This is an optimization exercise on Yosys and OpenROAD, whose aim is small area, not a production implementation.
Only simulation tests tie the RTL to the original design; equivalence was not proved.
Power figures rest on the tool's default switching activity, not on a simulated workload.

job 101:
==> flow/design.v <==
module datapath (datapath_in, vsel, asel, bsel, loada, loadb, loadc, loads,
                 writenum, write, readnum, clk, ALUop, shift, datapath_out, status);
  input  [15:0] datapath_in;
  input  [0:0]  vsel, asel, bsel, loada, loadb, loadc, loads;
  input  [2:0]  writenum;
  input  [0:0]  write;
  input  [2:0]  readnum;
  input  [0:0]  clk;
  input  [1:0]  ALUop;
  input  [1:0]  shift;
  output [15:0] datapath_out;
  output [0:0]  status;
  reg [15:0] R0, R1, R2, R3, R4, R5, R6, R7, A, B, C;
  reg        S;
  assign datapath_out = C;
  assign status = S;
  wire [7:0]  we, rs;
  wire [15:0] data_in;
  wire [15:0] rf, bb, alu, p, g;
  wire [16:0] cy;
  wire        zero;
  wire        t0, t1, t2, t03, nbi, sub, andop;
  wire [2:0] wn, rn;
  genvar k;
  generate
    for (k = 0; k < 3; k = k + 1) begin : dinv
      dp_inv iw (.a(writenum[k]), .y(wn[k]));
      dp_inv ir (.a(readnum[k]), .y(rn[k]));
    end
    for (k = 0; k < 8; k = k + 1) begin : dec
      dp_and4 dw (.a(write[0]), .b(k & 4 ? writenum[2] : wn[2]), .c(k & 2 ? writenum[1] : wn[1]),
                  .d(k & 1 ? writenum[0] : wn[0]), .y(we[k]));
      dp_and3 dr (.a(k & 4 ? readnum[2] : rn[2]), .b(k & 2 ? readnum[1] : rn[1]),
                  .c(k & 1 ? readnum[0] : rn[0]), .y(rs[k]));
    end
  endgenerate
  dp_ctl  ctl  (.ALUop(ALUop), .bsel(bsel[0]), .shift(shift), .t0(t0), .t1(t1),
                .t2(t2), .t03(t03), .nbi(nbi), .sub(sub), .andop(andop));
  always @(posedge clk) begin
    if (we[0]) R0 <= data_in;
    if (we[1]) R1 <= data_in;
    if (we[2]) R2 <= data_in;
    if (we[3]) R3 <= data_in;
    if (we[4]) R4 <= data_in;
    if (we[5]) R5 <= data_in;
    if (we[6]) R6 <= data_in;
    if (we[7]) R7 <= data_in;
    if (loada) A <= rf;
    if (loadb) B <= rf;
    if (loadc) C <= alu;
    if (loads) S <= zero;
  end
  assign cy[0] = sub;
  genvar i;
  generate
    for (i = 0; i < 16; i = i + 1) begin : sl
      wire dn;
      dp_mux2i dm (.a0(C[i]), .a1(datapath_in[i]), .s(vsel[0]), .y(dn));
      dp_inv   di (.a(dn), .y(data_in[i]));
      wire y1, y2;
      dp_aoi222 ra (.a1(rs[0]), .a2(R0[i]), .b1(rs[1]), .b2(R1[i]), .c1(rs[2]), .c2(R2[i]), .y(y1));
      dp_aoi222 rb (.a1(rs[3]), .a2(R3[i]), .b1(rs[4]), .b2(R4[i]), .c1(rs[5]), .c2(R5[i]), .y(y2));
      dp_rdtail rc (.y1(y1), .y2(y2), .a1(rs[6]), .a2(R6[i]), .b1(rs[7]), .b2(R7[i]), .y(rf[i]));
      if (i == 0) begin : b0
        wire ns;
        dp_aoi22 sa (.a1(t0), .a2(B[0]), .b1(t2), .b2(B[1]), .y(ns));
        dp_immx  sb (.ns(ns), .nbi(nbi), .d(datapath_in[0]), .sub(sub), .bb(bb[0]));
      end else if (i < 5) begin : imm
        wire ns;
        dp_aoi222 sa (.a1(t0), .a2(B[i]), .b1(t1), .b2(B[i-1]), .c1(t2), .c2(B[i+1]), .y(ns));
        dp_immx   sb (.ns(ns), .nbi(nbi), .d(datapath_in[i]), .sub(sub), .bb(bb[i]));
      end else if (i < 15) begin : mid
        dp_opb ob (.t0(t0), .t1(t1), .t2(t2), .b(B[i]), .bl(B[i-1]), .br(B[i+1]),
                   .sub(sub), .bb(bb[i]));
      end else begin : hi
        dp_opb15 ob (.t03(t03), .t1(t1), .b(B[15]), .bl(B[14]), .sub(sub), .bb(bb[15]));
      end
      wire xn;
      dp_nand2 an (.a(asel[0]), .b(A[i]), .y(xn));
      dp_xor2  pp (.a(xn), .b(bb[i]), .y(p[i]));
      dp_nand3 gg (.a(asel[0]), .b(A[i]), .c(bb[i]), .y(g[i]));
      if (i % 2 == 1) begin : grp
        wire y1;
        if ((i / 2) % 2 == 0) begin : ev
          dp_res_c  r0 (.pn(p[i-1]), .c(cy[i-1]), .gn(g[i-1]), .andop(andop), .r(alu[i-1]));
          dp_hi_c   h1 (.pn0(p[i-1]), .gn0(g[i-1]), .c(cy[i-1]), .pn1(p[i]), .y(y1));
          if (i < 15) begin : nx
            wire pg, gg2;
            dp_gp_t  gp (.pn0(p[i-1]), .gn0(g[i-1]), .pn1(p[i]), .gn1(g[i]), .p(pg), .g(gg2));
            dp_cy_t  cc (.p(pg), .g(gg2), .c(cy[i-1]), .con(cy[i+1]));
          end
        end else begin : od
          dp_res_cn r0 (.pn(p[i-1]), .cn(cy[i-1]), .gn(g[i-1]), .andop(andop), .r(alu[i-1]));
          dp_hi_cn  h1 (.pn0(p[i-1]), .gn0(g[i-1]), .cn(cy[i-1]), .pn1(p[i]), .y(y1));
          if (i < 15) begin : nx
            wire pgn, ggn;
            dp_gp_n  gp (.pn0(p[i-1]), .gn0(g[i-1]), .pn1(p[i]), .gn1(g[i]), .pn(pgn), .gn(ggn));
            dp_cy_n  cc (.pn(pgn), .gn(ggn), .cn(cy[i-1]), .co(cy[i+1]));
          end
        end
        dp_mux2i m1 (.a0(y1), .a1(g[i]), .s(andop), .y(alu[i]));
      end
    end
  endgenerate
  wire [7:0] zp;
  wire [1:0] zq;
  generate
    for (k = 0; k < 8; k = k + 1) begin : zt
      dp_nor2 z0 (.a(alu[2*k]), .b(alu[2*k+1]), .y(zp[k]));
    end
  endgenerate
  dp_nand4 z1 (.a(zp[0]), .b(zp[1]), .c(zp[2]), .d(zp[3]), .y(zq[0]));
  dp_nand4 z2 (.a(zp[4]), .b(zp[5]), .c(zp[6]), .d(zp[7]), .y(zq[1]));
  dp_nor2  z3 (.a(zq[0]), .b(zq[1]), .y(zero));
endmodule
module dp_ctl (input [1:0] ALUop, input bsel, input [1:0] shift,
               output t0, t1, t2, t03, nbi, sub, andop);
  wire pass = ALUop[1] & ALUop[0];
  wire e = bsel & ~pass;
  assign t0 = e & ~shift[1] & ~shift[0];
  assign t1 = e & ~shift[1] & shift[0];
  assign t2 = e & shift[1];
  assign t03 = e & ~(shift[1] ^ shift[0]);
  assign nbi = ~bsel & ~pass;
  assign sub = ~ALUop[1] & ALUop[0];
  assign andop = ALUop[1] & ~ALUop[0];
endmodule
module dp_aoi222 (input a1, a2, b1, b2, c1, c2, output y);
  assign y = ~((a1 & a2) | (b1 & b2) | (c1 & c2));
endmodule
module dp_aoi22 (input a1, a2, b1, b2, output y);
  assign y = ~((a1 & a2) | (b1 & b2));
endmodule
module dp_rdtail (input y1, y2, a1, a2, b1, b2, output y);
  assign y = ~(y1 & y2 & ~((a1 & a2) | (b1 & b2)));
endmodule
module dp_immx (input ns, nbi, d, sub, output bb);
  wire nbin = ns & ~(nbi & d);
  assign bb = ~(nbin ^ sub);
endmodule
module dp_opb (input t0, t1, t2, b, bl, br, sub, output bb);
  wire nbin = ~((t0 & b) | (t1 & bl) | (t2 & br));
  assign bb = ~(nbin ^ sub);
endmodule
module dp_opb15 (input t03, t1, b, bl, sub, output bb);
  wire nbin = ~((t03 & b) | (t1 & bl));
  assign bb = ~(nbin ^ sub);
endmodule
module dp_nand2 (input a, b, output y);
  assign y = ~(a & b);
endmodule
module dp_nand3 (input a, b, c, output y);
  assign y = ~(a & b & c);
endmodule
module dp_and3 (input a, b, c, output y);
  assign y = a & b & c;
endmodule
module dp_xor2 (input a, b, output y);
  assign y = a ^ b;
endmodule
module dp_xnor2 (input a, b, output y);
  assign y = ~(a ^ b);
endmodule
module dp_inv (input a, output y);
  assign y = ~a;
endmodule
module dp_and4 (input a, b, c, d, output y);
  assign y = a & b & c & d;
endmodule
module dp_mux2i (input a0, a1, s, output y);
  assign y = ~(s ? a1 : a0);
endmodule
module dp_nor2 (input a, b, output y);
  assign y = ~(a | b);
endmodule
module dp_res_c (input pn, c, gn, andop, output r);
  assign r = andop ? ~gn : ~(pn ^ c);
endmodule
module dp_res_cn (input pn, cn, gn, andop, output r);
  assign r = andop ? ~gn : (pn ^ cn);
endmodule
module dp_hi_c (input pn0, gn0, c, pn1, output y);
  wire c1 = ~gn0 | (~pn0 & c);
  assign y = pn1 ^ c1;
endmodule
module dp_hi_cn (input pn0, gn0, cn, pn1, output y);
  wire c1 = ~gn0 | (~pn0 & ~cn);
  assign y = pn1 ^ c1;
endmodule
module dp_gp_t (input pn0, gn0, pn1, gn1, output p, g);
  assign p = ~(pn0 | pn1);
  assign g = ~((pn1 | gn0) & gn1);
endmodule
module dp_gp_n (input pn0, gn0, pn1, gn1, output pn, gn);
  assign pn = pn0 | pn1;
  assign gn = (pn1 | gn0) & gn1;
endmodule
module dp_cy_t (input p, g, c, output con);
  assign con = ~(g | (p & c));
endmodule
module dp_cy_n (input pn, gn, cn, output co);
  assign co = ~((pn | cn) & gn);
endmodule
module dp_nand4 (input a, b, c, d, output y);
  assign y = ~(a & b & c & d);
endmodule
make LEC_CHECK=0 CAP_MARGIN=0 CORE_MARGIN=2 CORE_UTILIZATION=60 CTS_BUF_LIST=sky130_fd_sc_hd__clkbuf_8 GPL_TIMING_DRIVEN=0 SLEW_MARGIN=0 SYNTH_HIERARCHICAL=1 TNS_END_PERCENT=0 finish   # period 5.0 ns
run.sh (not shown) runs the stock make flow with config.mk's settings and CLKGATE_MAP_FILE= SYNTH_SCRIPT=/design/flow/synth_recipe.tcl, a recipe that flattens the netlist after the stock synthesis.
Job 101 finished all stages; the layout is clean.
The inputs of job 102 differ from those of job 101 as listed below.
diff --git a/flow/design.v b/flow/design.v
--- a/flow/design.v
+++ b/flow/design.v
@@ -20,5 +20,5 @@
   wire [16:0] cy;
   wire        zero;
-  wire        t0, t1, t2, t03, nbi, sub, andop;
+  wire        t0, t1, t2, t3, nbi, sub, andop;
   wire [2:0] wn, rn;
   genvar k;
@@ -36,5 +36,5 @@
   endgenerate
   dp_ctl  ctl  (.ALUop(ALUop), .bsel(bsel[0]), .shift(shift), .t0(t0), .t1(t1),
-                .t2(t2), .t03(t03), .nbi(nbi), .sub(sub), .andop(andop));
+                .t2(t2), .t3(t3), .nbi(nbi), .sub(sub), .andop(andop));
   always @(posedge clk) begin
     if (we[0]) R0 <= data_in;
@@ -63,16 +63,18 @@
       dp_rdtail rc (.y1(y1), .y2(y2), .a1(rs[6]), .a2(R6[i]), .b1(rs[7]), .b2(R7[i]), .y(rf[i]));
       if (i == 0) begin : b0
-        wire ns;
-        dp_aoi22 sa (.a1(t0), .a2(B[0]), .b1(t2), .b2(B[1]), .y(ns));
-        dp_immx  sb (.ns(ns), .nbi(nbi), .d(datapath_in[0]), .sub(sub), .bb(bb[0]));
+        dp_opb ob (.t0(t0), .t1(nbi), .t2(t2), .b(B[0]), .bl(datapath_in[0]), .br(B[1]),
+                   .sub(sub), .bb(bb[0]));
       end else if (i < 5) begin : imm
         wire ns;
         dp_aoi222 sa (.a1(t0), .a2(B[i]), .b1(t1), .b2(B[i-1]), .c1(t2), .c2(B[i+1]), .y(ns));
-        dp_immx   sb (.ns(ns), .nbi(nbi), .d(datapath_in[i]), .sub(sub), .bb(bb[i]));
+        wire nd;
+        dp_nand2  sd (.a(nbi), .b(datapath_in[i]), .y(nd));
+        dp_immx   sb (.ns(ns), .nd(nd), .sub(sub), .bb(bb[i]));
       end else if (i < 15) begin : mid
         dp_opb ob (.t0(t0), .t1(t1), .t2(t2), .b(B[i]), .bl(B[i-1]), .br(B[i+1]),
                    .sub(sub), .bb(bb[i]));
       end else begin : hi
-        dp_opb15 ob (.t03(t03), .t1(t1), .b(B[15]), .bl(B[14]), .sub(sub), .bb(bb[15]));
+        dp_opb ob (.t0(t0), .t1(t1), .t2(t3), .b(B[15]), .bl(B[14]), .br(B[15]),
+                   .sub(sub), .bb(bb[15]));
       end
       wire xn;
@@ -115,5 +117,5 @@
 endmodule
 module dp_ctl (input [1:0] ALUop, input bsel, input [1:0] shift,
-               output t0, t1, t2, t03, nbi, sub, andop);
+               output t0, t1, t2, t3, nbi, sub, andop);
   wire pass = ALUop[1] & ALUop[0];
   wire e = bsel & ~pass;
@@ -121,5 +123,5 @@
   assign t1 = e & ~shift[1] & shift[0];
   assign t2 = e & shift[1];
-  assign t03 = e & ~(shift[1] ^ shift[0]);
+  assign t3 = e & shift[1] & shift[0];
   assign nbi = ~bsel & ~pass;
   assign sub = ~ALUop[1] & ALUop[0];
@@ -129,13 +131,9 @@
   assign y = ~((a1 & a2) | (b1 & b2) | (c1 & c2));
 endmodule
-module dp_aoi22 (input a1, a2, b1, b2, output y);
-  assign y = ~((a1 & a2) | (b1 & b2));
-endmodule
 module dp_rdtail (input y1, y2, a1, a2, b1, b2, output y);
   assign y = ~(y1 & y2 & ~((a1 & a2) | (b1 & b2)));
 endmodule
-module dp_immx (input ns, nbi, d, sub, output bb);
-  wire nbin = ns & ~(nbi & d);
-  assign bb = ~(nbin ^ sub);
+module dp_immx (input ns, nd, sub, output bb);
+  assign bb = ~((ns & nd) ^ sub);
 endmodule
 module dp_opb (input t0, t1, t2, b, bl, br, sub, output bb);
@@ -143,8 +141,4 @@
   assign bb = ~(nbin ^ sub);
 endmodule
-module dp_opb15 (input t03, t1, b, bl, sub, output bb);
-  wire nbin = ~((t03 & b) | (t1 & bl));
-  assign bb = ~(nbin ^ sub);
-endmodule
 module dp_nand2 (input a, b, output y);
   assign y = ~(a & b);
Findings:
Going from job 101 to job 102, worst hold slack shrinks by 0.020 ns.
Comparing die area for job 102 and job 101, the bigger number came from job 101.
Job 102 and job 101 ended up with nearly the same gate count of the mapped netlist.
Fraction of power consumed by sequential logic, job 102 and job 101, higher one = job 102.
Job 102 vs job 101: sequential share of layout area up in job 102
Diff job 101 -> job 102: final wirelength decreased by 140 µm relative to the old numbers; number of inverters outside the clock class in the layout moved down; post-detailed-route wirelength per cell barely changed; amount of wire on met3 after detailed routing shows a reduction of 25 µm; fmax rose by 0.0062 GHz.
From job 101 to job 102 the numbers moved as follows: worst vdd rail ir drop increased 0.0000084 V, register clock-pin slew on the reported worst setup and hold paths essentially unchanged, share of the cycle needed by the critical path after routing decreased 2.8 points.
On global-route usage, job 102 and job 101 are neck and neck.
